What follows belongs to an exercise in optimizing a design on an open flow for small area; a production flow would make more cautious choices.
RTL that was checked went through simulation tests only; none was proved equivalent to the original.
No functional check of the RTL was part of runs 2 and 3.
No activity file was given, so power comes from the tool's default toggle rates.

==> design/flow/design.v <==
module tang_nano_9k_riscv_monitor
(
  input clk_27mhz,
  input button_s1,
  input uart_rx,
  output [6-1:0] led,
  output uart_tx
);
  wire clk = clk_27mhz;
  wire rst = ~button_s1;
  reg rx_hold;
  reg rx_bsy;
  reg data_valid;
  reg [6:0] rx_cnt;
  reg [7:0] rx_data;
  wire rx_begin = ~rx_bsy & ~uart_rx & rx_hold;
  wire rx_end = rx_bsy & (rx_cnt == 7'd86);
  wire start_invalid = rx_bsy & (rx_cnt < 7'd5) & uart_rx;
  wire stop_invalid = rx_bsy & (rx_cnt > 7'd80) & ~uart_rx;
  always @(posedge clk) begin
    if(rst) begin
      rx_hold <= 1'b0;
      rx_bsy <= 1'b0;
      data_valid <= 1'b0;
    end else begin
      rx_hold <= uart_rx;
      if(rx_begin) begin
        rx_bsy <= 1'b1;
      end else if(start_invalid | stop_invalid | rx_end) begin
        rx_bsy <= 1'b0;
      end
      data_valid <= rx_end;
    end
  end
  always @(posedge clk) begin
    rx_cnt <= rx_bsy ? rx_cnt + 7'd1 : 7'd0;
  end
  always @(posedge clk) begin
    if(rx_bsy) begin
      case(rx_cnt)
        7'd11: rx_data[0] <= uart_rx;
        7'd20: rx_data[1] <= uart_rx;
        7'd29: rx_data[2] <= uart_rx;
        7'd38: rx_data[3] <= uart_rx;
        7'd47: rx_data[4] <= uart_rx;
        7'd56: rx_data[5] <= uart_rx;
        7'd65: rx_data[6] <= uart_rx;
        7'd74: rx_data[7] <= uart_rx;
        default: ;
      endcase
    end
  end
  reg fifo_full;
  reg fifo_ov;
  reg fifo_re;
  always @(posedge clk) begin
    if(rst) begin
      fifo_full <= 1'b0;
      fifo_ov <= 1'b0;
    end else begin
      if(data_valid) begin
        fifo_full <= 1'b1;
      end else if(fifo_re) begin
        fifo_full <= 1'b0;
      end
      fifo_ov <= fifo_re;
    end
  end
  localparam [3:0] FSM_IDLE = 4'd0;
  localparam [3:0] FSM_DECODE = 4'd1;
  localparam [3:0] FSM_RESET = 4'd2;
  localparam [3:0] FSM_EXEC = 4'd3;
  localparam [3:0] FSM_TAM = 4'd4;
  localparam [3:0] FSM_DATA = 4'd5;
  localparam [3:0] FSM_BYTES = 4'd6;
  localparam [3:0] FSM_IGET = 4'd7;
  localparam [3:0] FSM_IRECV = 4'd8;
  localparam [3:0] FSM_IWRITE = 4'd9;
  reg [3:0] fsm;
  reg risc_clk;
  reg risc_rst;
  reg send_trig;
  reg imem_we;
  reg [5:0] monitor_addr;
  reg [2:0] imem_cnt;
  reg [4:0] imem_waddr;
  reg [31:0] imem_wdata;
  reg tx_bsy;
  always @(posedge clk) begin
    if(rst) begin
      fsm <= FSM_IDLE;
      fifo_re <= 1'b0;
      risc_clk <= 1'b0;
      risc_rst <= 1'b0;
      send_trig <= 1'b0;
      imem_we <= 1'b0;
    end else begin
      fifo_re <= 1'b0;
      risc_clk <= 1'b0;
      risc_rst <= 1'b0;
      send_trig <= 1'b0;
      imem_we <= 1'b0;
      case(fsm)
        FSM_IDLE: begin
          if(fifo_full) begin
            fifo_re <= 1'b1;
            fsm <= FSM_DECODE;
          end
        end
        FSM_DECODE: begin
          if(fifo_ov) begin
            case(rx_data)
              8'h00: fsm <= FSM_RESET;
              8'h01: fsm <= FSM_EXEC;
              8'h02: begin
                imem_cnt <= 3'd0;
                fsm <= FSM_IGET;
              end
              default: fsm <= FSM_IDLE;
            endcase
          end
        end
        FSM_RESET: begin
          risc_rst <= 1'b1;
          risc_clk <= 1'b1;
          fsm <= FSM_IDLE;
        end
        FSM_EXEC: begin
          risc_clk <= 1'b1;
          fsm <= FSM_TAM;
        end
        FSM_TAM: begin
          if(~tx_bsy) begin
            send_trig <= 1'b1;
            monitor_addr <= 6'd0;
            fsm <= FSM_DATA;
          end
        end
        FSM_DATA: begin
          if(monitor_addr == 6'd32) begin
            fsm <= FSM_IDLE;
          end else begin
            fsm <= FSM_BYTES;
          end
        end
        FSM_BYTES: begin
          if(~tx_bsy) begin
            monitor_addr <= monitor_addr + 6'd1;
            send_trig <= 1'b1;
            fsm <= FSM_DATA;
          end
        end
        FSM_IGET: begin
          if(fifo_full) begin
            fifo_re <= 1'b1;
            fsm <= FSM_IRECV;
          end
        end
        FSM_IRECV: begin
          if(fifo_ov) begin
            imem_cnt <= imem_cnt + 3'd1;
            if(imem_cnt == 3'd0) begin
              imem_waddr <= rx_data[4:0];
            end else begin
              imem_wdata <= { rx_data, imem_wdata[31:8] };
            end
            if(imem_cnt == 3'd4) begin
              fsm <= FSM_IWRITE;
            end else begin
              fsm <= FSM_IGET;
            end
          end
        end
        FSM_IWRITE: begin
          imem_we <= 1'b1;
          fsm <= FSM_IDLE;
        end
        default: begin
          fsm <= FSM_IDLE;
        end
      endcase
    end
  end
  reg [4:0] ph;
  wire [3:0] p16 = ph[3:0];
  always @(posedge clk) begin
    ph <= ph + 5'd1;
  end
  reg tx;
  reg [6:0] tx_cnt;
  reg [7:0] sbuf;
  wire [1:0] a_pair;
  wire tx_begin = send_trig & ~tx_bsy;
  wire tx_end = tx_bsy & (tx_cnt == 7'd90);
  always @(posedge clk) begin
    if(rst) begin
      tx_bsy <= 1'b0;
      tx <= 1'b1;
      tx_cnt <= 7'd0;
    end else begin
      if(tx_begin) begin
        tx_bsy <= 1'b1;
      end else if(tx_end) begin
        tx_bsy <= 1'b0;
      end
      tx_cnt <= (tx_bsy & ~tx_end) ? tx_cnt + 7'd1 : 7'd0;
      if(tx_bsy) begin
        case(tx_cnt)
          7'd1: tx <= 1'b0;
          7'd10: tx <= sbuf[0];
          7'd19: tx <= sbuf[1];
          7'd28: tx <= sbuf[2];
          7'd37: tx <= sbuf[3];
          7'd46: tx <= sbuf[4];
          7'd55: tx <= sbuf[5];
          7'd64: tx <= sbuf[6];
          7'd73: tx <= sbuf[7];
          7'd82: tx <= 1'b1;
          default: ;
        endcase
      end else begin
        tx <= 1'b1;
      end
    end
  end
  always @(posedge clk) begin
    if(fsm == FSM_TAM && ~tx_bsy) begin
      sbuf <= 8'd32;
    end else if(tx_bsy && tx_cnt >= 7'd74) begin
      case(p16)
        4'd0: sbuf[1:0] <= a_pair;
        4'd1: sbuf[3:2] <= a_pair;
        4'd2: sbuf[5:4] <= a_pair;
        4'd3: sbuf[7:6] <= a_pair;
        default: ;
      endcase
    end
  end
  assign uart_tx = tx;
  assign led[0] = uart_rx;
  assign led[1] = ~rx_bsy;
  assign led[2] = tx;
  assign led[3] = ~tx_bsy;
  assign led[4] = button_s1;
  assign led[5] = ~button_s1;
  wire [31:0] w = imem_wdata;
  wire [2:0] wf3 = w[14:12];
  reg [24:0] enc;
  always @(*) begin
    enc = w[31:7];
    case(w[6:0])
      7'h13: begin
        if(wf3 == 3'd1) enc[24:18] = 7'd0;
      end
      7'h33: begin
        enc[7:5] = 3'd1;
        enc[24:18] = { 3'b100, wf3, (wf3 == 3'd0) ? |w[31:25] : w[30] };
      end
      7'h03: begin
        enc[7:5] = 3'd1;
        enc[24:18] = { 5'b10100, w[26:25] };
      end
      7'h23: begin
        enc[7:5] = 3'd1;
        enc[24:18] = { 5'b10110, w[26:25] };
      end
      7'h63: begin
        enc[7:5] = 3'd1;
        if(wf3[2:1] == 2'b01) begin
          enc[24:18] = 7'b1110000;
        end else begin
          enc[24:18] = { 3'b110, wf3[2:1], w[26:25] };
          enc[0] = wf3[0];
        end
      end
      default: begin
        enc[7:5] = 3'd1;
        enc[24:18] = 7'b1110000;
      end
    endcase
  end
  reg [32*25-1:0] imr;
  reg imem_pend;
  wire [24:0] im_head = imr[24:0];
  wire im_hit = (ph == imem_waddr);
  wire im_wr = (imem_we | imem_pend) & im_hit;
  always @(posedge clk) begin
    imr <= { im_wr ? enc : im_head, imr[32*25-1:25] };
    imem_pend <= (imem_we | imem_pend) & ~im_hit;
  end
  localparam [2:0] C_IDLE = 3'd0;
  localparam [2:0] C_WAIT = 3'd1;
  localparam [2:0] C_P1 = 3'd2;
  localparam [2:0] C_P2 = 3'd3;
  localparam [2:0] C_EX = 3'd4;
  reg [2:0] cst;
  reg kill;
  reg crst;
  reg [5:0] pc;       
  reg [24:0] ir;
  reg cy;
  reg nz;
  reg sres;
  reg sgn;
  reg [4:0] shamt;
  reg [4:0] daddr;
  reg [31:0] tsh;
  wire busy = (cst != C_IDLE);
  always @(posedge clk) begin
    if(~busy && (ph == pc[5:1])) begin
      ir <= im_head;
    end
  end
  wire [6:0] F7 = ir[24:18];
  wire [4:0] RS2 = ir[17:13];
  wire [4:0] RS1 = ir[12:8];
  wire [2:0] F3 = ir[7:5];
  wire [4:0] RD = ir[4:0];
  wire other = (F3 == 3'd1) & F7[6];
  wire is_i = ~other;
  wire is_r = other & (F7[5:4] == 2'd0);
  wire is_ls = other & (F7[5:4] == 2'd1);
  wire is_b = other & (F7[5:4] == 2'd2);
  wire is_s = is_ls & F7[3];
  wire is_l = is_ls & ~F7[3];
  wire is_alu = is_i | is_r;
  wire [2:0] af3 = is_r ? F7[3:1] : F3;
  wire is_slt = is_alu & (af3[2:1] == 2'b01);
  wire is_shift = is_alu & (af3[1:0] == 2'b01);
  wire sub = is_b | (is_alu & (af3[2:1] == 2'b01)) | (is_r & (af3 == 3'd0) & F7[0]);
  wire arith = is_r ? F7[0] : F7[5];
  wire use_imm = is_i | is_ls;
  wire two_pass = is_shift | is_ls;
  wire [11:0] imm = { F7, is_s ? RD : RS2 };
  wire [2:0] bf3 = { F7[3:2], RD[0] };
  wire [5:0] boff = { F7[1:0], RD[4:1] };
  reg [1023:0] rf;
  reg [1023:0] dm;
  reg clr_pend;
  reg clr_act;
  wire [4:0] a_addr = busy ? RS1 : monitor_addr[4:0];
  wire [1:0] rf_head [0:31];
  wire [1:0] dm_head [0:31];
  wire rd_we;
  wire [1:0] rd_wd;
  wire st_we;
  wire [1:0] b_pair;
  genvar k;
  generate
    for(k = 0; k < 32; k = k + 1) begin : g_ring
      assign rf_head[k] = rf[32*k +: 2];
      assign dm_head[k] = dm[32*k +: 2];
      wire rf_ins = clr_act | (rd_we & (RD == k));
      wire dm_ins = st_we & (daddr == k);
      always @(posedge clk) begin
        rf[32*k +: 32] <= { rf_ins ? (clr_act ? 2'b00 : rd_wd) : rf[32*k +: 2], rf[32*k+2 +: 30] };
        dm[32*k +: 32] <= { dm_ins ? b_pair : dm[32*k +: 2], dm[32*k+2 +: 30] };
      end
    end
  endgenerate
  assign a_pair = rf_head[a_addr];
  assign b_pair = rf_head[RS2];
  wire [1:0] d_pair = dm_head[daddr];
  always @(posedge clk) begin
    if(rst) begin
      clr_pend <= 1'b1;
      clr_act <= 1'b0;
    end else if(clr_act) begin
      if(p16 == 4'd15) begin
        clr_act <= 1'b0;
        clr_pend <= 1'b0;
      end
    end else if(clr_pend && ~busy && p16 == 4'd15) begin
      clr_act <= 1'b1;
    end
  end
  reg [1:0] imm_pair;
  always @(*) begin
    case(p16)
      4'd0: imm_pair = imm[1:0];
      4'd1: imm_pair = imm[3:2];
      4'd2: imm_pair = imm[5:4];
      4'd3: imm_pair = imm[7:6];
      4'd4: imm_pair = imm[9:8];
      4'd5: imm_pair = imm[11:10];
      default: imm_pair = { imm[11], imm[11] };
    endcase
  end
  wire [1:0] bsrc = use_imm ? imm_pair : b_pair;
  wire [1:0] bb = sub ? ~bsrc : bsrc;
  wire cin = (p16 == 4'd0) ? sub : cy;
  wire s0 = a_pair[0] ^ bb[0] ^ cin;
  wire c0 = (a_pair[0] & bb[0]) | (a_pair[0] & cin) | (bb[0] & cin);
  wire s1 = a_pair[1] ^ bb[1] ^ c0;
  wire c1 = (a_pair[1] & bb[1]) | (a_pair[1] & c0) | (bb[1] & c0);
  reg [1:0] alu_pair;
  always @(*) begin
    case(af3)
      3'd4: alu_pair = a_pair ^ bsrc;
      3'd6: alu_pair = a_pair | bsrc;
      3'd7: alu_pair = a_pair & bsrc;
      default: alu_pair = { s1, s0 };
    endcase
  end
  wire eq = ~(nz | s0 | s1);
  wire lt = s1;
  wire ltu = ~c1;
  reg taken_c;
  always @(*) begin
    case(bf3)
      3'd0: taken_c = eq;
      3'd1: taken_c = ~eq;
      3'd4: taken_c = lt;
      3'd5: taken_c = ~lt;
      3'd6: taken_c = ltu;
      3'd7: taken_c = ~ltu;
      default: taken_c = 1'b0;
    endcase
  end
  wire taken = is_b & taken_c;
  wire right = af3[2];
  wire [4:0] x0 = right ? shamt : (5'd0 - shamt);
  wire [4:0] x1 = x0 + 5'd1;
  wire [5:0] j0 = { 1'b0, p16, 1'b0 };
  wire [5:0] j1 = { 1'b0, p16, 1'b1 };
  wire v0 = right ? (j0 + { 1'b0, shamt } < 6'd32) : (j0 >= { 1'b0, shamt });
  wire v1 = right ? (j1 + { 1'b0, shamt } < 6'd32) : (j1 >= { 1'b0, shamt });
  wire fill = right & arith & sgn;
  wire [1:0] sh_pair = { v1 ? tsh[x1] : fill, v0 ? tsh[x0] : fill };
  wire last = (p16 == 4'd15);
  wire in_p1 = (cst == C_P1);
  wire in_p2 = (cst == C_P2);
  wire in_ex = (cst == C_EX);
  wire done = (in_p1 & last & ~two_pass & ~is_slt) | (in_p2 & last) | in_ex;
  assign rd_we = ~kill & ((in_p1 & is_alu & ~is_shift) | (in_p2 & (is_shift | is_l)) | in_ex);
  assign rd_wd = in_ex ? { 1'b0, sres } :
                 in_p1 ? (is_slt ? 2'b00 : alu_pair) :
                 (is_l ? d_pair : sh_pair);
  assign st_we = in_p2 & is_s;
  always @(posedge clk) begin
    if(risc_clk) begin
      cst <= C_WAIT;
      kill <= rst;
      crst <= risc_rst;
    end else begin
      if(rst) kill <= 1'b1;
      case(cst)
        C_IDLE: ;
        C_WAIT: if(last) cst <= C_P1;
        C_P1: if(last) cst <= two_pass ? C_P2 : (is_slt ? C_EX : C_IDLE);
        C_P2: if(last) cst <= C_IDLE;
        default: cst <= C_IDLE;
      endcase
    end
  end
  always @(posedge clk) begin
    cy <= c1;
    nz <= ((p16 == 4'd0) ? 1'b0 : nz) | s0 | s1;
    if(in_p1 & last) begin
      sres <= (af3[0]) ? ltu : lt;
      sgn <= a_pair[1];
    end
    if(in_p1) begin
      case(p16)
        4'd0: shamt[1:0] <= bsrc;
        4'd1: begin
          shamt[3:2] <= bsrc;
          daddr[1:0] <= { s1, s0 };
        end
        4'd2: begin
          shamt[4] <= bsrc[0];
          daddr[3:2] <= { s1, s0 };
        end
        4'd3: daddr[4] <= s0;
        default: ;
      endcase
    end
    tsh <= { in_p2 ? tsh[1:0] : a_pair, tsh[31:2] };
  end
  always @(posedge clk) begin
    if(rst) begin
      pc <= 6'd0;
    end else if(done & ~kill) begin
      if(crst) begin
        pc <= 6'd0;
      end else if(taken) begin
        pc <= pc + boff;
      end else begin
        pc <= pc + 6'd2;
      end
    end
  end
endmodule
==> design/flow/run.sh <==
#!/bin/bash
# synth_recipe.tcl (not shown) runs the flow's synth.tcl, then flattens the netlist and writes it again
# the make line also repeats each setting of config.mk as NAME=value (left out here)
make -C /OpenROAD-flow-scripts/flow DESIGN_CONFIG=/design/flow/config.mk WORK_HOME=/design/flow/orfs CLKGATE_MAP_FILE= SYNTH_SCRIPT=/design/flow/synth_recipe.tcl finish
==> design/flow/config.mk <==
export PLATFORM = sky130hd
export DESIGN_NAME = tang_nano_9k_riscv_monitor
export DESIGN_NICKNAME = tang_nano_9k_riscv_monitor
export VERILOG_FILES = /design/flow/design.v
export SDC_FILE = /design/flow/constraint.sdc
export NUM_CORES = 4
export LEC_CHECK = 0
export CAP_MARGIN = 20
export CORE_MARGIN = 2
export CORE_UTILIZATION = 40
export PLACE_DENSITY = 0.6
export SLEW_MARGIN = 20
==> design/flow/constraint.sdc <==
create_clock -name core_clock -period 37.0 [get_ports {clk_27mhz}]
set_input_delay 7.4000 -clock core_clock [delete_from_list [all_inputs] [get_ports {clk_27mhz}]]
set_output_delay 7.4000 -clock core_clock [all_outputs]
set_load 0.01 [all_outputs]
==> run summary, run 1 <==
clock skew roughly 0.080 ns; drt drc 0; worst setup path startpoint button_s1; Vias/cell 4.28; Crit Path Category in -> out; Post-CTS Setup Inserts 0; CP Data Required Time 29.60 ns; CTS tree done; Iteration-0 DRC Markers 1844; power density cells about 76 nW/um^2; Post-synth EDFFs 93; critical path arrival 9.24 ns; Slew headroom 24.1%; cell mode on critical path clkdlybuf4s50_1; Floorplan Core Area 176000 um^2; Netlist cell types 106; min Tclk post-route 16.64 ns; vias in the first global route 30500; Die Y-Extent 425 um; Routed WL 109 mm; sequential area share after synthesis 86.8%; IO Port Bufs 9; Synth Area per Inst 16.0 um^2; Pleak 32.6 nW; R2R Setup Slk 30.55 ns; die width around 430 um; met2 Use GR 17.8%; clock sink count between 3000 and 4000; Reg2Reg Depth 18; die footprint 181000 um^2; post-route clock period utilization 45.0%; RR Endpoint pc[4]$_SDFFE_PN0P_; clk slew on worst S/H paths 0.07 ns; Area Growth Syn to Fin 17.5%; ys flop type dfxtp_1; worst slew pin tran 1.14 ns; TritonCTS buffer count a little under 300; Startpoint Class input pin; achievable clock frequency 60.1 MHz; Hold Path Class reg -> reg; Initial Util 40.3%; worst ir drop on vdd 0.0552 mV; initial antenna violation count 1; IO Count 10; Syn. warnings 1; grt total ovfl 0; wire per inst 15.0 um; # resized after CTS 0; crit path to led[5]; worst skew pair latency 0.91 ns; Mapped Area 71000 um^2; slowest cell delay on critical path between 0.7 and 0.8 ns; CP endpoint kind output port; outcome finished clean; Hold Fails Final Rpt 0; Root Driver clkbuf_16; GRT busiest layer met2; worst r2r src cst[0]$_SDFFE_PP1P_; dpl cells 6719; first-pass GRT wire length 169 mm; share of layout cells above drive strength 1 between 10 and 15%; nets between 4000 and 5000; RePlAce Congestion 0.844; H-tree depth 5; HPWL after DPL 66.4 mm; Cells after Synth about 4400; Total GRT Usage about an eighth; final count of pins violating max slew 0; Post-DRT Antenna Nets 0; drt pass-1 iters 7; maximum root-to-sink buffer count 4; hold_buf cts 0; DR vias 30900; largest net degree at the start of global routing 68; Non-Filler Instances 7216; critical path's slowest cell clkdlybuf4s50_1; met3 GRT Util 3.08%; MaxCap Viol Count 0; RSZ-0062 raised after global routing false; # setup viols final 0; final total power 6.37 mW; critical-path cell list clkdlybuf4s50_1 > buf_4 > inv_1 > clkdlybuf4s50_1; Site Rows 154; syn_nets 4483; synthesis-stage register bit count 3030; met1 Use GR 16.5%; Synth async-reset ratio 0%; TNS Setup 0 ns; critical path peak fanout 17
routing by layer:
layer | wire length, um | part of all wire (%)
met1 | 52900 | 49
met5 | 0 | 0
met4 | 4070 | 3.7
met3 | 5300 | 4.9
met2 | 46300 | 43
critical path, delay by kind of cell:
family	cells	cell delay [ns]
buffers and inverters	4	1.79
layout make-up:
| cell class | count | area [um^2] |
|---|---|---|
| antenna | 4 | 10.0 |
| clock inverter | 85 | 1120 |
| inverter | 59 | 221 |
| fill | 14900 | 93000 |
| sequential | 3030 | 61600 |
| tap | 2340 | 2930 |
| timing repair buffer | 38 | 308 |
| clock buffer | 408 | 8440 |
| multi-input combinational | 1252 | 8730 |
how the worst min path moves through the flow:
stage                         start         endpoint  slack (ns)  cells after the start
floorplan             dm[2]$_DFF_P_    dm[0]$_DFF_P_        0.31                      0
global placement    dm[750]$_DFF_P_  dm[748]$_DFF_P_        0.31                      0
detailed placement  dm[194]$_DFF_P_  dm[192]$_DFF_P_        0.31                      0
CTS                 dm[534]$_DFF_P_  dm[532]$_DFF_P_        0.26                      0
global route        dm[786]$_DFF_P_  dm[784]$_DFF_P_        0.26                      0
finish              dm[534]$_DFF_P_  dm[532]$_DFF_P_        0.26                      0
layout by cell type (no fill, tap or decap), drive strengths merged, types with 67 or more instances in the layout:
cell type,Yosys,routed
nand3,67,67
a21oi,82,82
clkbuf,57,408
inv,57,68
o21ai,107,107
dfxtp,2937,2937
edfxtp,93,93
nand2,166,166
nor2,128,128
nand3b,79,79
metrics by stage:
step           hold WS [ns]  utilization [%]  setup slack (ns)  area, um^2
3_3_place_gp          0.310             41.8             20.32       73800
2_1_floorplan         0.310                -             21.66       71000
4_1_cts               0.256             47.3             20.29       83300
5_1_grt               0.263             47.3             20.29       83300
3_5_place_dp          0.312             41.8             20.30       73800
6_report              0.257             47.3             20.36       83400
sequential cells by signal, indices dropped and copies added, names as in the netlist, 3 cells and up:
name          cells
monitor_addr      6
imem_waddr        5
cst               3
pc                6
ir               25
tx_cnt            7
dm             1024
daddr             5
rx_cnt            7
shamt             5
ph                5
rf             1024
imem_cnt          3
sbuf              8
rx_data           8
tsh              32
imr             800
fsm               4
imem_wdata       32
cell usage after synthesis (13+ instances only):
| cell | n | area, um^2 |
|---|---|---|
| nand2b_1 | 18 | 113 |
| o31ai_1 | 38 | 285 |
| nand3_1 | 66 | 330 |
| edfxtp_1 | 93 | 2790 |
| a31oi_1 | 22 | 138 |
| mux2i_1 | 45 | 450 |
| nor2b_1 | 25 | 156 |
| nand2_1 | 165 | 619 |
| a21oi_1 | 81 | 405 |
| clkbuf_1 | 57 | 214 |
| xnor2_1 | 23 | 201 |
| buf_4 | 14 | 105 |
| nor2_1 | 128 | 480 |
| and3_1 | 26 | 163 |
| nand4_1 | 15 | 93.8 |
| o22ai_1 | 14 | 87.6 |
| mux2_2 | 63 | 709 |
| nor3_1 | 26 | 130 |
| nor3b_1 | 16 | 120 |
| xor2_1 | 18 | 158 |
| o21ai_0 | 73 | 365 |
| and2_1 | 13 | 81.3 |
| o21ai_2 | 31 | 272 |
| ha_1 | 37 | 463 |
| a211oi_1 | 17 | 128 |
| a22oi_1 | 19 | 143 |
| buf_2 | 14 | 70.1 |
| inv_1 | 55 | 206 |
| nand3b_1 | 79 | 593 |
| dfxtp_1 | 2937 | 58800 |
cell families (layout without fill, tap and decap cells):
family                     count (synthesis)  in the layout  synth area share, %
other                                      0              4                    0
buffers and inverters                    158            590                0.977
and+or+nand+nor                          638            638                 4.80
xor gates and xnor gates                  44             44                0.599
adders and majority gates                 41             41                0.751
DFF                                     3030           3030                 86.8
AOI/OAI and AO/OA                        406            406                 4.00
muxes                                    123            123                 2.09
power breakdown:
part           switching, mW  internal, mW  leakage [nW]
Clock                   1.14          1.75          4.73
Combinational          0.104        0.0535          3.32
Sequential            0.0255          3.30          24.6
Total                   1.27          5.11          32.6
==> run 2: changes to the inputs <==
--- a/design/flow/design.v
+++ b/design/flow/design.v
@@ -11,12 +11,13 @@
   reg rx_hold;
   reg rx_bsy;
   reg data_valid;
-  reg [6:0] rx_cnt;
+  reg [3:0] rx_q;
+  reg [3:0] rx_b;
   reg [7:0] rx_data;
   wire rx_begin = ~rx_bsy & ~uart_rx & rx_hold;
-  wire rx_end = rx_bsy & (rx_cnt == 7'd86);
-  wire start_invalid = rx_bsy & (rx_cnt < 7'd5) & uart_rx;
-  wire stop_invalid = rx_bsy & (rx_cnt > 7'd80) & ~uart_rx;
+  wire rx_end = rx_bsy & (rx_b == 4'd9) & (rx_q == 4'd5);
+  wire start_invalid = rx_bsy & (rx_b == 4'd0) & (rx_q < 4'd5) & uart_rx;
+  wire stop_invalid = rx_bsy & (rx_b == 4'd9) & ~uart_rx;
   always @(posedge clk) begin
     if(rst) begin
       rx_hold <= 1'b0;
@@ -33,21 +34,19 @@
     end
   end
   always @(posedge clk) begin
-    rx_cnt <= rx_bsy ? rx_cnt + 7'd1 : 7'd0;
+    if(~rx_bsy) begin
+      rx_q <= 4'd0;
+      rx_b <= 4'd0;
+    end else if(rx_q == 4'd8) begin
+      rx_q <= 4'd0;
+      rx_b <= rx_b + 4'd1;
+    end else begin
+      rx_q <= rx_q + 4'd1;
+    end
   end
   always @(posedge clk) begin
-    if(rx_bsy) begin
-      case(rx_cnt)
-        7'd11: rx_data[0] <= uart_rx;
-        7'd20: rx_data[1] <= uart_rx;
-        7'd29: rx_data[2] <= uart_rx;
-        7'd38: rx_data[3] <= uart_rx;
-        7'd47: rx_data[4] <= uart_rx;
-        7'd56: rx_data[5] <= uart_rx;
-        7'd65: rx_data[6] <= uart_rx;
-        7'd74: rx_data[7] <= uart_rx;
-        default: ;
-      endcase
+    if(rx_bsy && rx_q == 4'd2 && rx_b != 4'd0 && rx_b != 4'd9) begin
+      rx_data <= { uart_rx, rx_data[7:1] };
     end
   end
   reg fifo_full;
@@ -84,7 +83,7 @@
   reg [5:0] monitor_addr;
   reg [2:0] imem_cnt;
   reg [4:0] imem_waddr;
-  reg [31:0] imem_wdata;
+  reg [24:0] xr;
   reg tx_bsy;
   always @(posedge clk) begin
     if(rst) begin
@@ -161,8 +160,6 @@
             imem_cnt <= imem_cnt + 3'd1;
             if(imem_cnt == 3'd0) begin
               imem_waddr <= rx_data[4:0];
-            end else begin
-              imem_wdata <= { rx_data, imem_wdata[31:8] };
             end
             if(imem_cnt == 3'd4) begin
               fsm <= FSM_IWRITE;
@@ -187,37 +184,48 @@
     ph <= ph + 5'd1;
   end
   reg tx;
-  reg [6:0] tx_cnt;
+  reg [3:0] tx_q;
+  reg [3:0] tx_b;
   reg [7:0] sbuf;
   wire [1:0] a_pair;
   wire tx_begin = send_trig & ~tx_bsy;
-  wire tx_end = tx_bsy & (tx_cnt == 7'd90);
+  wire tx_end = tx_bsy & (tx_b == 4'd10) & (tx_q == 4'd0);
   always @(posedge clk) begin
     if(rst) begin
       tx_bsy <= 1'b0;
       tx <= 1'b1;
-      tx_cnt <= 7'd0;
+      tx_q <= 4'd0;
+      tx_b <= 4'd0;
     end else begin
       if(tx_begin) begin
         tx_bsy <= 1'b1;
       end else if(tx_end) begin
         tx_bsy <= 1'b0;
       end
-      tx_cnt <= (tx_bsy & ~tx_end) ? tx_cnt + 7'd1 : 7'd0;
+      if(~tx_bsy | tx_end) begin
+        tx_q <= 4'd0;
+        tx_b <= 4'd0;
+      end else if(tx_q == 4'd8) begin
+        tx_q <= 4'd0;
+        tx_b <= tx_b + 4'd1;
+      end else begin
+        tx_q <= tx_q + 4'd1;
+      end
       if(tx_bsy) begin
-        case(tx_cnt)
-          7'd1: tx <= 1'b0;
-          7'd10: tx <= sbuf[0];
-          7'd19: tx <= sbuf[1];
-          7'd28: tx <= sbuf[2];
-          7'd37: tx <= sbuf[3];
-          7'd46: tx <= sbuf[4];
-          7'd55: tx <= sbuf[5];
-          7'd64: tx <= sbuf[6];
-          7'd73: tx <= sbuf[7];
-          7'd82: tx <= 1'b1;
-          default: ;
-        endcase
+        if(tx_q == 4'd1) begin
+          case(tx_b)
+            4'd0: tx <= 1'b0;
+            4'd1: tx <= sbuf[0];
+            4'd2: tx <= sbuf[1];
+            4'd3: tx <= sbuf[2];
+            4'd4: tx <= sbuf[3];
+            4'd5: tx <= sbuf[4];
+            4'd6: tx <= sbuf[5];
+            4'd7: tx <= sbuf[6];
+            4'd8: tx <= sbuf[7];
+            default: tx <= 1'b1;
+          endcase
+        end
       end else begin
         tx <= 1'b1;
       end
@@ -226,7 +234,7 @@
   always @(posedge clk) begin
     if(fsm == FSM_TAM && ~tx_bsy) begin
       sbuf <= 8'd32;
-    end else if(tx_bsy && tx_cnt >= 7'd74) begin
+    end else if(tx_bsy && ((tx_b == 4'd8 && tx_q >= 4'd2) || tx_b >= 4'd9)) begin
       case(p16)
         4'd0: sbuf[1:0] <= a_pair;
         4'd1: sbuf[3:2] <= a_pair;
@@ -243,7 +251,7 @@
   assign led[3] = ~tx_bsy;
   assign led[4] = button_s1;
   assign led[5] = ~button_s1;
-  wire [31:0] w = imem_wdata;
+  wire [31:0] w = { rx_data, xr[24:1] };
   wire [2:0] wf3 = w[14:12];
   reg [24:0] enc;
   always @(*) begin
@@ -285,7 +293,7 @@
   wire im_hit = (ph == imem_waddr);
   wire im_wr = (imem_we | imem_pend) & im_hit;
   always @(posedge clk) begin
-    imr <= { im_wr ? enc : im_head, imr[32*25-1:25] };
+    imr <= { im_wr ? xr : im_head, imr[32*25-1:25] };
     imem_pend <= (imem_we | imem_pend) & ~im_hit;
   end
   localparam [2:0] C_IDLE = 3'd0;
@@ -297,7 +305,6 @@
   reg kill;
   reg crst;
   reg [5:0] pc;       
-  reg [24:0] ir;
   reg cy;
   reg nz;
   reg sres;
@@ -306,11 +313,19 @@
   reg [4:0] daddr;
   reg [31:0] tsh;
   wire busy = (cst != C_IDLE);
+  wire in_p1 = (cst == C_P1);
+  wire in_p2 = (cst == C_P2);
+  wire x_shift = ~rst & (fsm == FSM_IRECV) & fifo_ov & (imem_cnt != 3'd0);
+  wire loading = (fsm == FSM_IGET) | (fsm == FSM_IRECV) | (fsm == FSM_IWRITE) | imem_we | imem_pend;
+  wire x_fetch = ~busy & ~loading & (ph == pc[5:1]);
   always @(posedge clk) begin
-    if(~busy && (ph == pc[5:1])) begin
-      ir <= im_head;
+    if(x_shift) begin
+      xr <= (imem_cnt == 3'd4) ? enc : { rx_data, xr[24:8] };
+    end else if(x_fetch) begin
+      xr <= im_head;
     end
   end
+  wire [24:0] ir = xr[24:0];
   wire [6:0] F7 = ir[24:18];
   wire [4:0] RS2 = ir[17:13];
   wire [4:0] RS1 = ir[12:8];
@@ -419,17 +434,13 @@
   end
   wire taken = is_b & taken_c;
   wire right = af3[2];
-  wire [4:0] x0 = right ? shamt : (5'd0 - shamt);
-  wire [4:0] x1 = x0 + 5'd1;
-  wire [5:0] j0 = { 1'b0, p16, 1'b0 };
-  wire [5:0] j1 = { 1'b0, p16, 1'b1 };
-  wire v0 = right ? (j0 + { 1'b0, shamt } < 6'd32) : (j0 >= { 1'b0, shamt });
-  wire v1 = right ? (j1 + { 1'b0, shamt } < 6'd32) : (j1 >= { 1'b0, shamt });
   wire fill = right & arith & sgn;
-  wire [1:0] sh_pair = { v1 ? tsh[x1] : fill, v0 ? tsh[x0] : fill };
+  wire [5:0] u = right ? (6'd32 - { 1'b0, shamt }) : { 1'b0, shamt };
+  wire [33:0] wv = { tsh, right ? { fill, fill } : { a_pair[0], a_pair[1] } };
+  wire [1:0] sh_pair = { wv[u], wv[u + 6'd1] };
+  wire t_load = (in_p1 & right) | (in_p2 & ~right);
+  wire [1:0] t_in = t_load ? { a_pair[0], a_pair[1] } : { 2{ in_p2 & fill } };
   wire last = (p16 == 4'd15);
-  wire in_p1 = (cst == C_P1);
-  wire in_p2 = (cst == C_P2);
   wire in_ex = (cst == C_EX);
   wire done = (in_p1 & last & ~two_pass & ~is_slt) | (in_p2 & last) | in_ex;
   assign rd_we = ~kill & ((in_p1 & is_alu & ~is_shift) | (in_p2 & (is_shift | is_l)) | in_ex);
@@ -475,7 +486,7 @@
         default: ;
       endcase
     end
-    tsh <= { in_p2 ? tsh[1:0] : a_pair, tsh[31:2] };
+    tsh <= { tsh[29:0], t_in };
   end
   always @(posedge clk) begin
     if(rst) begin
--- a/design/flow/config.mk
+++ b/design/flow/config.mk
@@ -5,8 +5,12 @@
 export SDC_FILE = /design/flow/constraint.sdc
 export NUM_CORES = 4
 export LEC_CHECK = 0
+export ABC_AREA = 1
 export CAP_MARGIN = 20
 export CORE_MARGIN = 2
 export CORE_UTILIZATION = 40
+export CTS_BUF_LIST = sky130_fd_sc_hd__clkbuf_16
+export CTS_CLUSTER_DIAMETER = 60
+export CTS_CLUSTER_SIZE = 30
 export PLACE_DENSITY = 0.6
 export SLEW_MARGIN = 20
==> run 2 against run 1 <==
Largest cell class unchanged. Die area shrank 1.7%. Sequential share of layout area is 4.9 points higher. Synthesized cell count increased by 10%. Fmax is 2.1% higher. Register-to-register slack worse by 0.09 ns. Largest power group unchanged. Design area is 7.6% lower. Critical path type unchanged. Flip-flop and latch count shrank 30. Clock skew is 0.038 ns lower. Core utilization decreased by 2.9 points. Wire length is 3.2% lower.
==> run summary, run 2 <==
Die Y-Extent 422 um; Synth Area in Compound Gates 3.00%; proportion of synthesized area in mux cells less than 1%; post-route clock period utilization 44.0%; MaxCap Viol Count 0; # resized after CTS 0; dpl cells roughly 7200; RePlAce Congestion 0.876; Mapped Area 69800 um^2; grt total ovfl 0; Post-DRT Antenna Nets 0; syn_nets about 5000; Reg2Reg Depth 26; final total power between 5 and 6 mW; drt drc 0; Initial Util between 40% and 50%; DR vias about 31000; maximum root-to-sink buffer count 3; critical path arrival 8.90 ns; vias in the first global route 29800; Hold Fails Final Rpt 0; drt pass-1 iters 5; Floorplan Core Area about 170000 um^2; commonest cells in the netlist dfxtp_1 (2939), nand2_1 (515), inv_1 (280), nor2_1 (257), nand3_1 (224); Syn. warnings 1; final count of pins violating max slew 0; # fillers 15400; RR Endpoint pc[5]$_SDFFE_PN0P_; min Tclk post-route 16.30 ns; Area Growth Syn to Fin 10.4%; TritonCTS buffer count about 130; RSZ-0062 raised after global routing false; H-tree depth 4; worst ir drop on vdd ~0.055 mV; IO Port Bufs 9; CP Data Required Time about 30 ns; CP endpoint kind output port; most frequent cells in the layout dfxtp_1 (2939), nand2_1 (515), inv_1 (288), nor2_1 (257), nand3_1 (224); hold_buf cts 0; Synth Area per Inst 14.2 um^2; HPWL after DPL 68.2 mm; cell taking the most area after synthesis dfxtp_1; worst skew pair latency 0.80 ns; TNS Setup 0 ns; outcome finished clean; # setup viols final 0; biggest regs dm (1024), rf (1024), imr (800); Pleak 30.8 nW; Startpoint Class input pin; Worst Hold Launch dm[652]$_DFF_P_; die footprint ~180000 um^2; final setup margin 20.70 ns; IO Count 10; sequential area share after synthesis roughly 87%; nets just over 5000; Hold EP dm[650]$_DFF_P_; Hold Slack slightly above 0.3 ns; achievable clock frequency 61.4 MHz; Non-Filler Instances 7399; most frequent cell after synthesis dfxtp_1; Crit Path Category in -> out; first-pass GRT wire length between 150 and 200 mm; Iteration-0 DRC Markers 1686; worst r2r src xr[17]$_DFFE_PP_; synthesis-stage register bit count 3000; Post-Synth Adder-Cell Area less than 1%; clock skew between 0.04 and 0.05 ns; WHS Path Cells 0; largest family of logic cells by synthesized area simple AND/OR/NAND/NOR gates; wire per inst 14.2 um; Total GRT Usage 11.8%; CTS tree done; Reg area roughly 60000 um^2; pre-CTS WS 20.69 ns; share of layout cells above drive strength 1 5.21%; power density cells about 65 nW/um^2; largest net degree at the start of global routing 49; clock sink count 3000; initial antenna violation count 6; Site Rows 153; Hold Path Class reg -> reg; ys flop type dfxtp_1; Synth Area in Simple Gates 6.86%; Cells after Synth roughly 5000; Synth async-reset ratio 0%; XOR/XNOR Fraction of Synth Area less than 1%; clk slew on worst S/H paths 0.10 ns; worst slew pin tran 0.936 ns; Root Driver clkbuf_16; most common cell after layout, fill and taps aside dfxtp_1; Vias/cell 4.19; Slew headroom a little under two fifths; Synth top area share between 80% and 90%; R2R Setup Slk 30.46 ns; Post-synth EDFFs 61; Routed WL 105 mm; Synth area leaders dfxtp_1 (84%), nand2_1 (2.8%), edfxtp_1 (2.6%); critical path peak fanout 16; area taken by multi-input logic gates 7690 um^2; die width roughly 420 um; Netlist cell types 59; Post-CTS Setup Inserts 0
run 2: changes by cell type after synthesis, moves of 35 or more:
| cell | previous run | this run |
|---|---|---|
| nand2_1 | 165 | 515 |
| inv_1 | 55 | 280 |
| nand3_1 | 66 | 224 |
| nor2_1 | 128 | 257 |
| o21ai_0 | 73 | 161 |
| nand3b_1 | 79 | 3 |
| mux2_2 | 63 | 5 |
| mux2i_1 | 45 | 1 |
| o31ai_1 | 38 | 3 |
run 2: per-layer routing:
| layer | up-vias | track usage [%] | wire length (um) | part of all wire, % |
|---|---|---|---|---|
| met1 | 14600 | 16.3 | 52400 | 50 |
| met2 | 513 | 17.9 | 44700 | 43 |
| met3 | 214 | 2.49 | 4100 | 3.9 |
| met4 | 2 | 4.98 | 3850 | 3.7 |
| met5 | - | 0 | 13 | 0.012 |
| li1 | 15700 | - | - | - |
run 2: report_power, final:
part | switching (mW) | internal [mW] | total, mW | leakage, nW
Clock | 0.979 | 0.775 | 1.75 | 2.18
Sequential | 0.00472 | 3.24 | 3.25 | 24.2
Combinational | 0.00637 | 0.00324 | 0.00961 | 4.45
run 2: final cells by class:
type / count / area share, %
clock inverters: 63 / 1.16
inverters: 293 / 1.43
repair buffers: 25 / 0.273
multi-input cells: 1547 / 9.98
flip-flops and latches: 3000 / 78.8
clock buffers: 142 / 4.61
diodes: 4 / 0.0130
well taps: 2325 / 3.78
run 2: worst max path at each step:
stage / start / to / cells past startpoint
2_1_floorplan: button_s1 / led[5] / 3
3_3_place_gp: button_s1 / led[5] / 3
3_5_place_dp: button_s1 / led[5] / 3
4_1_cts: button_s1 / led[5] / 3
5_1_grt: button_s1 / led[5] / 3
6_report: button_s1 / led[5] / 3
run 2: cells by family (layout without fill, tap and decap cells):
logic type / after synthesis / in the layout
simple gates: 1114 / 1114
fa+ha+maj: 38 / 38
flops: 3000 / 3000
xor+xnor: 24 / 24
mux: 6 / 6
compound gates: 365 / 365
other cells: 0 / 4
buf+inv: 357 / 523
run 2: metrics by stage:
stage,utilization (%),area [um^2]
2_1_floorplan,-,69800
3_3_place_gp,41.8,72600
3_5_place_dp,41.8,72600
4_1_cts,44.4,77000
5_1_grt,44.4,77000
6_report,44.4,77000
run 2: critical path, cell delays in order:
cell and delay [ns]:
clkdlybuf4s50_1 0.42, inv_1 0.43, clkdlybuf4s50_1 0.64
==> run 3: changes to the inputs <==
--- a/design/flow/config.mk
+++ b/design/flow/config.mk
@@ -8,9 +8,9 @@
 export ABC_AREA = 1
 export CAP_MARGIN = 20
 export CORE_MARGIN = 2
-export CORE_UTILIZATION = 40
-export CTS_BUF_LIST = sky130_fd_sc_hd__clkbuf_16
-export CTS_CLUSTER_DIAMETER = 60
-export CTS_CLUSTER_SIZE = 30
-export PLACE_DENSITY = 0.6
+export CORE_UTILIZATION = 60
+export CTS_BUF_LIST = sky130_fd_sc_hd__clkbuf_8
+export CTS_CLUSTER_DIAMETER = 40
+export CTS_CLUSTER_SIZE = 16
+export PLACE_DENSITY = 0.7
 export SLEW_MARGIN = 20
==> run 3 against run 2 <==
Sequential share of layout area is 1.2 points higher. Critical path depth stayed put. Design area is 1.5% lower. Core utilization is 21 points higher. Clock-buffer cell count is 107 higher. Total power is 2.1% lower.
==> run summary, run 3 <==
grt total ovfl 0; Reg power frac 66.1%; CTS tree done; met3 GRT Util ~3.9%; switching share of power 20.2%; share of layout cells above drive strength 1 7.47%; critical path arrival 8.93 ns; Die Y-Extent around 350 um; commonest cells in the netlist dfxtp_1 (2939), nand2_1 (515), inv_1 (280), nor2_1 (257), nand3_1 (224); die width 345 um; CP Data Required Time 29.60 ns; most common cell after layout, fill and taps aside dfxtp_1; TritonCTS buffer count 232; ys flop type dfxtp_1; synthesis-stage register bit count 3000; first-pass GRT wire length 163 mm; clock share of power 33.7%; Post-synth EDFFs between 60 and 70; worst setup path startpoint button_s1; MaxCap Viol Count 0; # resized after CTS 0; Crit Path Category in -> out; IO Count 10; Site Rows between 100 and 150; final setup margin 20.67 ns; most frequent cells in the layout dfxtp_1 (2939), nand2_1 (515), inv_1 (295), nor2_1 (257), clkbuf_8 (249); Netlist cell types 59; GRT busiest layer met2; CP endpoint kind output port; worst slew pin tran 0.949 ns; Synth top area share a little over four fifths; Hold Path Class reg -> reg; maximum root-to-sink buffer count 3; Int Power 3.92 mW; pre-CTS WS between 20 and 25 ns; Synth async-reset ratio 0%; wire per inst 15.4 um; Area Growth Syn to Fin 8.75%; Initial Util 60.3%; # setup viols final 0; # fillers 8244; met1 Use GR 25.0%; die footprint 119000 um^2; Switch Pwr 0.989 mW; worst r2r src xr[17]$_DFFE_PP_; Root Driver clkbuf_8; Routed WL 104 mm; Slew headroom 36.7%; met2 Use GR 26.1%; biggest regs dm (1024), rf (1024), imr (800); sequential area share after synthesis 87.0%; critical path peak fanout 16; clock skew 0.0476 ns; combinational power share 0.2%; Hold Fails Final Rpt 0; post-route clock period utilization 44.1%; cell taking the most area after synthesis dfxtp_1; Cells after Synth 4904; IO Port Bufs 9; worst skew pair latency 0.92 ns; clock sink count 3000; Mapped Area between 60000 and 70000 um^2; RSZ-0062 raised after global routing false; initial antenna violation count 2; Worst Hold Launch rf[280]$_DFF_P_; most frequent cell after synthesis dfxtp_1; vias in the first global route 31000; achievable clock frequency 61.2 MHz; Synth Area per Inst 14.2 um^2; Vias/cell around 4.7; RePlAce Congestion about 0.9; Post-DRT Antenna Nets 0; largest net degree at the start of global routing 49; Post-CTS Setup Inserts 0; outcome finished clean; Syn. warnings 1; Total GRT Usage roughly 18%; drt pass-1 iters 5; hold_buf cts 0; H-tree depth 4; Pleak 30.9 nW; dpl cells 6389; final count of pins violating max slew 0; syn_nets 4945; power density cells between 60 and 70 nW/um^2; Iteration-0 DRC Markers 2109; worst ir drop on vdd 0.0483 mV; Synth area leaders dfxtp_1 (84%), nand2_1 (2.8%), edfxtp_1 (2.6%); drt drc 0; nets 5140; clk slew on worst S/H paths 0.09 ns; min Tclk post-route 16.33 ns; Floorplan Core Area 116000 um^2; TNS Setup 0 ns; Non-Filler Instances 6729; HPWL after DPL roughly 67 mm; DR vias 31500; Startpoint Class input pin
run 3: cell types whose count changed in the layout (fill, tap and decap cells not counted), sizes merged:
cell,before,now
clkbuf,142,249
inv,322,341
diode,4,8
clkinv,25,27
bufinv,6,5
run 3: path summary, 6_finish.rpt:
check,to,slack [ns],depth (start not counted)
setup / recovery,led[5],20.67,3
hold / removal,rf[278]$_DFF_P_,0.30,0
hold reg to reg,rf[278]$_DFF_P_,0.30,0
setup reg to reg,pc[5]$_SDFFE_PN0P_,30.44,24
run 3: routing by layer:
metal  vias up  part of all wire, %
li1      15900                    -
met1     14600                   49
met2       712                   42
met3       258                  5.2
met4         0                  3.7
met5         -                    0
run 3: cells by family after synthesis:
| logic type | after synthesis | synth area share (%) |
|---|---|---|
| buffers and inverters | 357 | 2.05 |
| AOI/OAI and AO/OA | 365 | 3.00 |
| muxes | 6 | 0.0950 |
| adders and majority gates | 38 | 0.714 |
| xor gates and xnor gates | 24 | 0.323 |
| DFF | 3000 | 87.0 |
| and+or+nand+nor | 1114 | 6.86 |
run 3: worst max-delay path: stages:
cell and delay, ns:
clkdlybuf4s50_1 0.42, inv_1 0.45, clkdlybuf4s50_1 0.66
run 3: final cells by class:
type,count,area (um^2),share of cell area (%)
inverters,293,1100,1.45
flip-flops and latches,3000,60700,80.0
diodes,8,20.0,0.0264
clock buffers,249,3430,4.52
well taps,1524,1910,2.51
multi-input cells,1547,7700,10.1
clock inverters,83,850,1.12
repair buffers,25,210,0.277
run 3: metrics by stage:
step / hold slack [ns] / instance area [um^2] / util, % / power, mW
6_report: 0.296 / 75900 / 65.6 / 4.91
5_1_grt: 0.289 / 75900 / 65.5 / 5.09
4_1_cts: 0.290 / 75800 / 65.5 / 4.96
3_5_place_dp: 0.312 / 71600 / 61.8 / 3.33
3_3_place_gp: 0.309 / 71600 / 61.8 / 3.33
2_1_floorplan: 0.310 / 69800 / - / 3.32
run 3: power groups by stage:
stage | combinational, mW | clock (mW) | sequential [mW]
after floorplan | 0.00665 | 0 | 3.32
after global placement | 0.00919 | 0 | 3.32
after detailed placement | 0.00947 | 0 | 3.32
after CTS | 0.00951 | 1.71 | 3.24
after global routing | 0.0107 | 1.83 | 3.25
final | 0.00960 | 1.65 | 3.24
==> run 4: changes to the inputs <==
--- a/design/flow/design.v
+++ b/design/flow/design.v
@@ -82,7 +82,7 @@
   reg imem_we;
   reg [5:0] monitor_addr;
   reg [2:0] imem_cnt;
-  reg [4:0] imem_waddr;
+  reg [4:0] ar;
   reg [24:0] xr;
   reg tx_bsy;
   always @(posedge clk) begin
@@ -158,9 +158,6 @@
         FSM_IRECV: begin
           if(fifo_ov) begin
             imem_cnt <= imem_cnt + 3'd1;
-            if(imem_cnt == 3'd0) begin
-              imem_waddr <= rx_data[4:0];
-            end
             if(imem_cnt == 3'd4) begin
               fsm <= FSM_IWRITE;
             end else begin
@@ -179,9 +176,15 @@
     end
   end
   reg [4:0] ph;
+  reg ph_run;
   wire [3:0] p16 = ph[3:0];
   always @(posedge clk) begin
-    ph <= ph + 5'd1;
+    if(ph_run) begin
+      ph <= ph + 5'd1;
+    end else begin
+      ph <= 5'd0;
+    end
+    ph_run <= ph_run | rst;
   end
   reg tx;
   reg [3:0] tx_q;
@@ -290,7 +293,7 @@
   reg [32*25-1:0] imr;
   reg imem_pend;
   wire [24:0] im_head = imr[24:0];
-  wire im_hit = (ph == imem_waddr);
+  wire im_hit = (ph == ar);
   wire im_wr = (imem_we | imem_pend) & im_hit;
   always @(posedge clk) begin
     imr <= { im_wr ? xr : im_head, imr[32*25-1:25] };
@@ -301,6 +304,7 @@
   localparam [2:0] C_P1 = 3'd2;
   localparam [2:0] C_P2 = 3'd3;
   localparam [2:0] C_EX = 3'd4;
+  localparam [2:0] C_P0 = 3'd5;
   reg [2:0] cst;
   reg kill;
   reg crst;
@@ -309,15 +313,15 @@
   reg nz;
   reg sres;
   reg sgn;
-  reg [4:0] shamt;
-  reg [4:0] daddr;
   reg [31:0] tsh;
   wire busy = (cst != C_IDLE);
+  wire in_p0 = (cst == C_P0);
   wire in_p1 = (cst == C_P1);
   wire in_p2 = (cst == C_P2);
+  wire in_wait = (cst == C_WAIT);
   wire x_shift = ~rst & (fsm == FSM_IRECV) & fifo_ov & (imem_cnt != 3'd0);
   wire loading = (fsm == FSM_IGET) | (fsm == FSM_IRECV) | (fsm == FSM_IWRITE) | imem_we | imem_pend;
-  wire x_fetch = ~busy & ~loading & (ph == pc[5:1]);
+  wire x_fetch = (~busy | (in_wait & (p16 != 4'd15))) & ~loading & (ph == pc[5:1]);
   always @(posedge clk) begin
     if(x_shift) begin
       xr <= (imem_cnt == 3'd4) ? enc : { rx_data, xr[24:8] };
@@ -353,29 +357,27 @@
   reg [1023:0] dm;
   reg clr_pend;
   reg clr_act;
-  wire [4:0] a_addr = busy ? RS1 : monitor_addr[4:0];
+  wire [4:0] a_addr = ~busy ? monitor_addr[4:0] : (in_p0 | (in_p2 & is_s)) ? RS2 : RS1;
   wire [1:0] rf_head [0:31];
   wire [1:0] dm_head [0:31];
   wire rd_we;
   wire [1:0] rd_wd;
   wire st_we;
-  wire [1:0] b_pair;
   genvar k;
   generate
     for(k = 0; k < 32; k = k + 1) begin : g_ring
       assign rf_head[k] = rf[32*k +: 2];
       assign dm_head[k] = dm[32*k +: 2];
       wire rf_ins = clr_act | (rd_we & (RD == k));
-      wire dm_ins = st_we & (daddr == k);
+      wire dm_ins = st_we & (ar == k);
       always @(posedge clk) begin
         rf[32*k +: 32] <= { rf_ins ? (clr_act ? 2'b00 : rd_wd) : rf[32*k +: 2], rf[32*k+2 +: 30] };
-        dm[32*k +: 32] <= { dm_ins ? b_pair : dm[32*k +: 2], dm[32*k+2 +: 30] };
+        dm[32*k +: 32] <= { dm_ins ? a_pair : dm[32*k +: 2], dm[32*k+2 +: 30] };
       end
     end
   endgenerate
   assign a_pair = rf_head[a_addr];
-  assign b_pair = rf_head[RS2];
-  wire [1:0] d_pair = dm_head[daddr];
+  wire [1:0] d_pair = dm_head[ar];
   always @(posedge clk) begin
     if(rst) begin
       clr_pend <= 1'b1;
@@ -401,7 +403,7 @@
       default: imm_pair = { imm[11], imm[11] };
     endcase
   end
-  wire [1:0] bsrc = use_imm ? imm_pair : b_pair;
+  wire [1:0] bsrc = use_imm ? imm_pair : { tsh[30], tsh[31] };
   wire [1:0] bb = sub ? ~bsrc : bsrc;
   wire cin = (p16 == 4'd0) ? sub : cy;
   wire s0 = a_pair[0] ^ bb[0] ^ cin;
@@ -435,11 +437,12 @@
   wire taken = is_b & taken_c;
   wire right = af3[2];
   wire fill = right & arith & sgn;
-  wire [5:0] u = right ? (6'd32 - { 1'b0, shamt }) : { 1'b0, shamt };
+  wire [5:0] u = right ? (6'd32 - { 1'b0, ar }) : { 1'b0, ar };
   wire [33:0] wv = { tsh, right ? { fill, fill } : { a_pair[0], a_pair[1] } };
   wire [1:0] sh_pair = { wv[u], wv[u + 6'd1] };
-  wire t_load = (in_p1 & right) | (in_p2 & ~right);
-  wire [1:0] t_in = t_load ? { a_pair[0], a_pair[1] } : { 2{ in_p2 & fill } };
+  wire t_rot = in_p1 & (is_b | (is_r & ~is_shift));
+  wire t_load = in_p0 | (in_p1 & right) | (in_p2 & ~right);
+  wire [1:0] t_in = t_rot ? tsh[31:30] : t_load ? { a_pair[0], a_pair[1] } : { 2{ in_p2 & fill } };
   wire last = (p16 == 4'd15);
   wire in_ex = (cst == C_EX);
   wire done = (in_p1 & last & ~two_pass & ~is_slt) | (in_p2 & last) | in_ex;
@@ -457,7 +460,8 @@
       if(rst) kill <= 1'b1;
       case(cst)
         C_IDLE: ;
-        C_WAIT: if(last) cst <= C_P1;
+        C_WAIT: if(last) cst <= (is_r | is_b) ? C_P0 : C_P1;
+        C_P0: if(last) cst <= C_P1;
         C_P1: if(last) cst <= two_pass ? C_P2 : (is_slt ? C_EX : C_IDLE);
         C_P2: if(last) cst <= C_IDLE;
         default: cst <= C_IDLE;
@@ -471,18 +475,20 @@
       sres <= (af3[0]) ? ltu : lt;
       sgn <= a_pair[1];
     end
-    if(in_p1) begin
+    if(~rst && fsm == FSM_IRECV && fifo_ov && imem_cnt == 3'd0) begin
+      ar <= rx_data[4:0];
+    end else if(in_p0 | (in_p1 & is_i)) begin
       case(p16)
-        4'd0: shamt[1:0] <= bsrc;
-        4'd1: begin
-          shamt[3:2] <= bsrc;
-          daddr[1:0] <= { s1, s0 };
-        end
-        4'd2: begin
-          shamt[4] <= bsrc[0];
-          daddr[3:2] <= { s1, s0 };
-        end
-        4'd3: daddr[4] <= s0;
+        4'd0: ar[1:0] <= in_p0 ? a_pair : bsrc;
+        4'd1: ar[3:2] <= in_p0 ? a_pair : bsrc;
+        4'd2: ar[4] <= in_p0 ? a_pair[0] : bsrc[0];
+        default: ;
+      endcase
+    end else if(in_p1 & is_ls) begin
+      case(p16)
+        4'd1: ar[1:0] <= { s1, s0 };
+        4'd2: ar[3:2] <= { s1, s0 };
+        4'd3: ar[4] <= s0;
         default: ;
       endcase
     end
==> design/flow/flow/run.sh (new file) <==
#!/bin/bash
# The standard layout, with clock tree synthesis told not to add dummy loads.
set -euo pipefail
export CTS_ARGS="-sink_clustering_enable -repair_clock_nets -dont_use_dummy_load -buf_list sky130_fd_sc_hd__clkbuf_8 -sink_clustering_size 22 -sink_clustering_max_diameter 40"
bash standard.sh > standard.log 2>&1
==> design/flow/standard.sh (new file) <==
#!/bin/bash
# synth_recipe.tcl (not shown) runs the flow's synth.tcl, then flattens the netlist and writes it again
# the make line also repeats each setting of config.mk as NAME=value (left out here)
make -C /OpenROAD-flow-scripts/flow DESIGN_CONFIG=/design/flow/config.mk WORK_HOME=/design/flow/orfs CLKGATE_MAP_FILE= SYNTH_SCRIPT=/design/flow/synth_recipe.tcl "${@:-finish}"
==> design/flow/config.mk (replaced) <==
export PLATFORM = sky130hd
export DESIGN_NAME = tang_nano_9k_riscv_monitor
export DESIGN_NICKNAME = tang_nano_9k_riscv_monitor
export VERILOG_FILES = /design/flow/design.v
export SDC_FILE = /design/flow/constraint.sdc
export NUM_CORES = 4
export LEC_CHECK = 0
export CAP_MARGIN = 20
export CORE_MARGIN = 2
export CORE_UTILIZATION = 70
export PLACE_DENSITY = 0.8
export SLEW_MARGIN = 20
removed: design/flow/run.sh
==> run 4 against run 3 <==
Sequential power barely moved. Wire length rose by 2.3%. Die area fell by 15%. Design area fell by 3.3%. Sequential share of layout area rose by 2.3 points. First-iteration DRC count fell by 0.28%. Fmax fell by 1.6%. Synthesized cell count fell by 9.6%. Via count fell by 5.3%. Register-to-register slack got worse by 1.4 ns. Global-route usage rose by 3.2 points. Flip-flop and latch count fell by 9.
==> run summary, run 4 <==
Hold Fails Final Rpt 0; share of layout cells above drive strength 1 7.33%; clock skew 0.127 ns; clock sink count 2991; proportion of synthesized area in mux cells 1.54%; Startpoint Class input pin; worst skew pair latency 0.90 ns; IO Port Bufs 9; Crit Path Category in -> out; largest net degree at the start of global routing 70; Synth Area in Compound Gates 3.92%; CTS tree done; Cells after Synth 4432; Hold EP rf[875]$_DFF_P_; IO Count 10; drt pass-1 iters 6; die footprint 102000 um^2; sequential area share after synthesis 87.0%; Post-CTS Setup Inserts 0; slowest cell delay on critical path around 0.7 ns; largest family of logic cells by synthesized area simple AND/OR/NAND/NOR gates; Site Rows 115; XOR/XNOR Fraction of Synth Area 0.555%; Post-Synth Adder-Cell Area 0.822%; Post-DRT Antenna Nets 0; syn_nets 4478; outcome finished clean; R2R Setup Slk 29.03 ns; Iteration-0 DRC Markers 2103; ys flop type dfxtp_1; DR vias between 20000 and 30000; RR Endpoint pc[5]$_SDFFE_PN0P_; Int Power 3.78 mW; cell taking the most area after synthesis dfxtp_1; biggest regs dm (1024), rf (1024), imr (800); synthesis-stage register bit count 2991; post-route clock period utilization between 40% and 50%; Reg2Reg Depth 23; combinational power share 4.5%; first-pass GRT wire length 163 mm; WHS Path Cells 0; achievable clock frequency ~60 MHz; Hold Path Class reg -> reg; worst slew pin tran 1.06 ns; final count of pins violating max slew 0; # resized after CTS 0; grt total ovfl 0; power density cells around 66 nW/um^2; nets 4593; maximum root-to-sink buffer count 3; Synth area leaders dfxtp_1 (85%), edfxtp_1 (2.2%), nand2_1 (1.2%); Reg power frac 68.0%; H-tree depth 4; critical path arrival 9.20 ns; hold_buf cts 0; most frequent cells in the layout dfxtp_1 (2940), nand2_1 (227), clkbuf_8 (189), nor2_1 (152), o21ai_0 (91); Pleak about 28 nW; TritonCTS buffer count ~190; Syn. warnings 1; Root Driver clkbuf_8; Worst Hold Launch rf[877]$_DFF_P_; worst r2r src xr[6]$_DFFE_PP_; RePlAce Congestion approximately 0.88; Post-DP Area 70700 um^2; die width approximately 320 um; Synth Area per Inst around 16 um^2; cell mode on critical path clkdlybuf4s50_1; initial antenna violation count 9; vias in the first global route 30200; post-layout util 74.7%; Slew headroom 28.9%; Area Growth Syn to Fin 5.73%; Synth Area in Simple Gates 5.14%; Total GRT Usage 20.8%; critical-path cell list clkdlybuf4s50_1 > inv_1 > buf_4 > clkdlybuf4s50_1; Hold Slack 0.216 ns; most frequent cell after synthesis dfxtp_1; Post-synth EDFFs 51; wire per inst 18.1 um; commonest cells in the netlist dfxtp_1 (2940), nand2_1 (227), nor2_1 (152), o21ai_0 (91), a21oi_1 (82); critical path's slowest cell clkdlybuf4s50_1; # setup viols final 0; RSZ-0062 raised after global routing false; CP Data Required Time 29.60 ns; HPWL after DPL 67.9 mm; Synth top area share 84.8%; Floorplan Core Area 98300 um^2; Netlist cell types 85; Vias/cell just over 5; Synth async-reset ratio 0%; switching share of power 21.5%; Routed WL 106 mm; clock share of power around 28%; most common cell after layout, fill and taps aside dfxtp_1; Initial Util ~71%; Switch Pwr a little over 1 mW; critical path peak fanout 21; Mapped Area 69400 um^2; MaxCap Viol Count 0; clk slew on worst S/H paths 0.11 ns; CP endpoint kind output port; Final Cell Area about 73000 um^2; min Tclk post-route around 17 ns; Die Y-Extent 319 um; TNS Setup 0 ns; drt drc 0; worst ir drop on vdd 0.0559 mV
-- run 4: layer usage --
layer	track usage (%)	vias up	share of wire [%]
li1	-	14600	-
met1	28.7	14200	47
met2	32.9	799	45
met3	3.44	281	4.4
met4	8.99	0	3.6
met5	0	-	0
-- run 4: final cells by class --
class	count	area (um^2)
multi-input cells	1289	8340
fillers	5444	24900
flip-flops and latches	2991	60400
repair buffers	28	236
inverters	48	180
diodes	8	20.0
clock buffers	189	2600
well taps	1287	1610
-- run 4: logic make-up after synthesis --
group                    count (synthesis)
XOR/XNOR                                44
multiplexers                            86
adder cells (fa/ha/maj)                 44
flip-flops                            2991
AO/OA/AOI/OAI                          407
AND/OR/NAND/NOR                        708
buffers and inverters                  152
-- run 4: through the flow --
stage	total power, mW	setup WS (ns)	cells
global placement	3.55	20.40	5642
CTS	4.84	20.42	5831
finish	4.81	20.40	5840
floorplan	3.50	21.41	4432
detailed placement	3.56	20.42	5642
global route	4.97	20.34	5840
-- run 4: worst max-delay path by stage --
stage	start	endpoint	slack [ns]	cells past startpoint
after global placement	button_s1	led[5]	20.40	4
after floorplan	button_s1	led[5]	21.41	4
after CTS	button_s1	led[5]	20.42	4
final	button_s1	led[5]	20.40	4
after global routing	button_s1	led[5]	20.34	4
after detailed placement	button_s1	led[5]	20.42	4
-- run 4: power groups by stage --
| stage | sequential [mW] | combinational (mW) | clock [mW] |
|---|---|---|---|
| floorplan | 3.33 | 0.171 | 0 |
| global placement | 3.34 | 0.208 | 0 |
| detailed placement | 3.34 | 0.214 | 0 |
| CTS | 3.27 | 0.215 | 1.35 |
| global route | 3.27 | 0.234 | 1.46 |
| finish | 3.27 | 0.217 | 1.32 |
-- run 4: critical path: cells and delay by family --
family / cells / cell delay [ns]
buffers and inverters: 4 / 1.77
==> run 5: changes to the inputs <==
==> design/flow/flow/run.sh (replaced) <==
#!/bin/bash
# The standard layout, with clock tree synthesis told not to add dummy loads.
set -euo pipefail
export CTS_ARGS="-sink_clustering_enable -repair_clock_nets -dont_use_dummy_load -buf_list sky130_fd_sc_hd__clkbuf_16 -sink_clustering_size 36 -sink_clustering_max_diameter 50"
bash standard.sh > standard.log 2>&1
--- a/design/flow/config.mk
+++ b/design/flow/config.mk
@@ -7,6 +7,6 @@
 export LEC_CHECK = 0
 export CAP_MARGIN = 20
 export CORE_MARGIN = 2
-export CORE_UTILIZATION = 70
-export PLACE_DENSITY = 0.8
+export CORE_UTILIZATION = 60
+export PLACE_DENSITY = 0.7
 export SLEW_MARGIN = 20
==> run 5 against run 4 <==
Non-clock buffer count unchanged. Clock skew decreased by 0.0023 ns. Sequential power about the same. Global-route usage decreased by 3.9 points. Design area increased by 1.8%. Core utilization decreased by 9.5 points.
==> run summary, run 5 <==
outcome finished clean; Hold Path Class reg -> reg; Initial Util 60.6%; Synth area leaders dfxtp_1 (85%), edfxtp_1 (2.2%), nand2_1 (1.2%); RePlAce Congestion 0.876; Reg2Reg Depth 23; synthesis-stage register bit count 2991; CP endpoint kind output port; # setup viols final 0; Switch Pwr between 1 and 1.5 mW; drt pass-1 iters 5; Cells after Synth 4432; vias in the first global route 28100; cell mode on critical path clkdlybuf4s50_1; wire per inst 16.6 um; Total GRT Usage 16.9%; die footprint between 100000 and 150000 um^2; Mapped Area around 69000 um^2; worst skew pair latency 0.79 ns; Hold Slack roughly 0.24 ns; final count of pins violating max slew 0; clock skew approximately 0.12 ns; Synth async-reset ratio 0%; initial antenna violation count 5; Netlist cell types 85; Int Power 4.02 mW; Syn. warnings 1; area taken by multi-input logic gates roughly 8300 um^2; combinational power share 4.2%; biggest regs dm (1024), rf (1024), imr (800); clk slew on worst S/H paths 0.09 ns; worst setup path startpoint button_s1; ys flop type dfxtp_1; Routed WL between 90 and 100 mm; drt drc 0; Slew headroom 23.2%; share of layout cells above drive strength 1 6.44%; CTS tree done; most common cell after layout, fill and taps aside dfxtp_1; crit-path leading delay family buffers and inverters; sequential area share after synthesis 87.0%; worst slew pin tran 1.15 ns; R2R Setup Slk 29.02 ns; min Tclk post-route 16.65 ns; Crit path depth 4; Vias/cell slightly below 5; critical-path cell list clkdlybuf4s50_1 > inv_1 > buf_4 > clkdlybuf4s50_1; clock sink count between 2000 and 3000; Post-CTS Setup Inserts 0; Area Growth Syn to Fin 7.59%; largest net degree at the start of global routing 68; CP bufs+invs 4; Reg area 60400 um^2; worst r2r src xr[5]$_DFFE_PP_; critical path peak fanout 19; cell taking the most area after synthesis dfxtp_1; achievable clock frequency around 60 MHz; Post-synth EDFFs 51; Synth Area per Inst 15.7 um^2; DR vias 28900; RR Endpoint pc[4]$_SDFFE_PN0P_; Post-DRT Antenna Nets 0; Synth top area share 84.8%; first-pass GRT wire length about 150 mm; switching share of power 20.7%; Reg power frac between 60 and 70%; commonest cells in the netlist dfxtp_1 (2940), nand2_1 (227), nor2_1 (152), o21ai_0 (91), a21oi_1 (82); critical path arrival 9.25 ns; CP Data Required Time 29.60 ns; IO Port Bufs 9; post-route clock period utilization approximately 45%; clock share of power slightly above 30%; worst ir drop on vdd ~0.052 mV; H-tree depth 4; critical path's slowest cell clkdlybuf4s50_1; slowest cell delay on critical path ~0.71 ns; Crit Path Category in -> out; most frequent cell after synthesis dfxtp_1; # resized after CTS 0; maximum root-to-sink buffer count 3; RSZ-0062 raised after global routing false; MaxCap Viol Count 0; Floorplan Core Area 115000 um^2; Site Rows 124; syn_nets about 4500; TNS Setup 0 ns; Root Driver clkbuf_16; hold_buf cts 0; crit path to led[5]; Pleak around 29 nW; Die Y-Extent 344 um; # fillers 7991; Hold Fails Final Rpt 0; IO Count 10; TritonCTS buffer count 145; grt total ovfl 0; Iteration-0 DRC Markers 1658; Startpoint Class input pin; power density cells approximately 68 nW/um^2; die width 344 um; nets between 4000 and 5000; most frequent cells in the layout dfxtp_1 (2939), nand2_1 (227), nor2_1 (152), clkbuf_16 (145), o21ai_0 (91); HPWL after DPL 61.7 mm
[run 5: cell counts after synthesis]
No cell type changed its count.
[run 5: power groups by stage]
stage	Clock [mW]	Sequential (mW)	Combinational, mW
final	1.58	3.27	0.214
after global routing	1.73	3.28	0.231
after CTS	1.63	3.27	0.212
after detailed placement	0	3.35	0.212
after global placement	0	3.35	0.207
after floorplan	0	3.33	0.171
[run 5: how the worst min path moves through the flow]
| stage | end | cells past startpoint | from |
|---|---|---|---|
| global placement | dm[622]$_DFF_P_ | 0 | dm[624]$_DFF_P_ |
| detailed placement | dm[454]$_DFF_P_ | 0 | dm[456]$_DFF_P_ |
| CTS | dm[538]$_DFF_P_ | 0 | dm[540]$_DFF_P_ |
| finish | dm[538]$_DFF_P_ | 0 | dm[540]$_DFF_P_ |
| floorplan | dm[0]$_DFF_P_ | 0 | dm[2]$_DFF_P_ |
| global route | dm[538]$_DFF_P_ | 0 | dm[540]$_DFF_P_ |
[run 5: through the flow]
stage	util [%]	setup WS [ns]	power (mW)	cells	cell area, um^2
finish	65.2	20.35	5.07	6015	74700
global route	65.2	20.24	5.24	6013	74700
CTS	65.2	20.31	5.11	6013	74700
detailed placement	62.0	20.32	3.56	5868	71000
global placement	62.0	20.33	3.55	5868	71000
floorplan	-	21.41	3.50	4432	69400
[run 5: cells by family (layout without fill, tap and decap cells)]
group	after synthesis	in the layout	share of synthesized area, %
XOR/XNOR	44	44	0.555
AO/OA/AOI/OAI	407	407	3.92
adder cells (fa/ha/maj)	44	44	0.822
multiplexers	86	86	1.54
buffers and inverters	152	221	1.01
AND/OR/NAND/NOR	708	708	5.14
flip-flops	2991	2991	87.0
other	0	2	0
[run 5: worst register-to-register path: cells and delay by family, from the launching register on]
family                   cells  cell delay (ns)
XOR/XNOR                     1             0.10
AO/OA/AOI/OAI                8             2.06
buffers and inverters        2             0.60
AND/OR/NAND/NOR             10             3.32
adder cells (fa/ha/maj)      2             1.20
flip-flops                   1             0.62
[run 5: layout make-up]
class	count	share of cell area, %
multi-input cells	1289	11.2
inverters	48	0.241
well taps	1512	2.53
flip-flops and latches	2991	80.9
repair buffers	28	0.312
clock buffers	145	4.86
diodes	2	0.00670
[run 5: routing by layer]
layer  share of wire [%]  global-route usage (%)  wire (um)
met1                  50                    24.6      50100
met2                  43                    25.4      42500
met3                 4.2                    3.06       4160
met4                 3.1                    6.76       3110
met5               0.010                       0         10
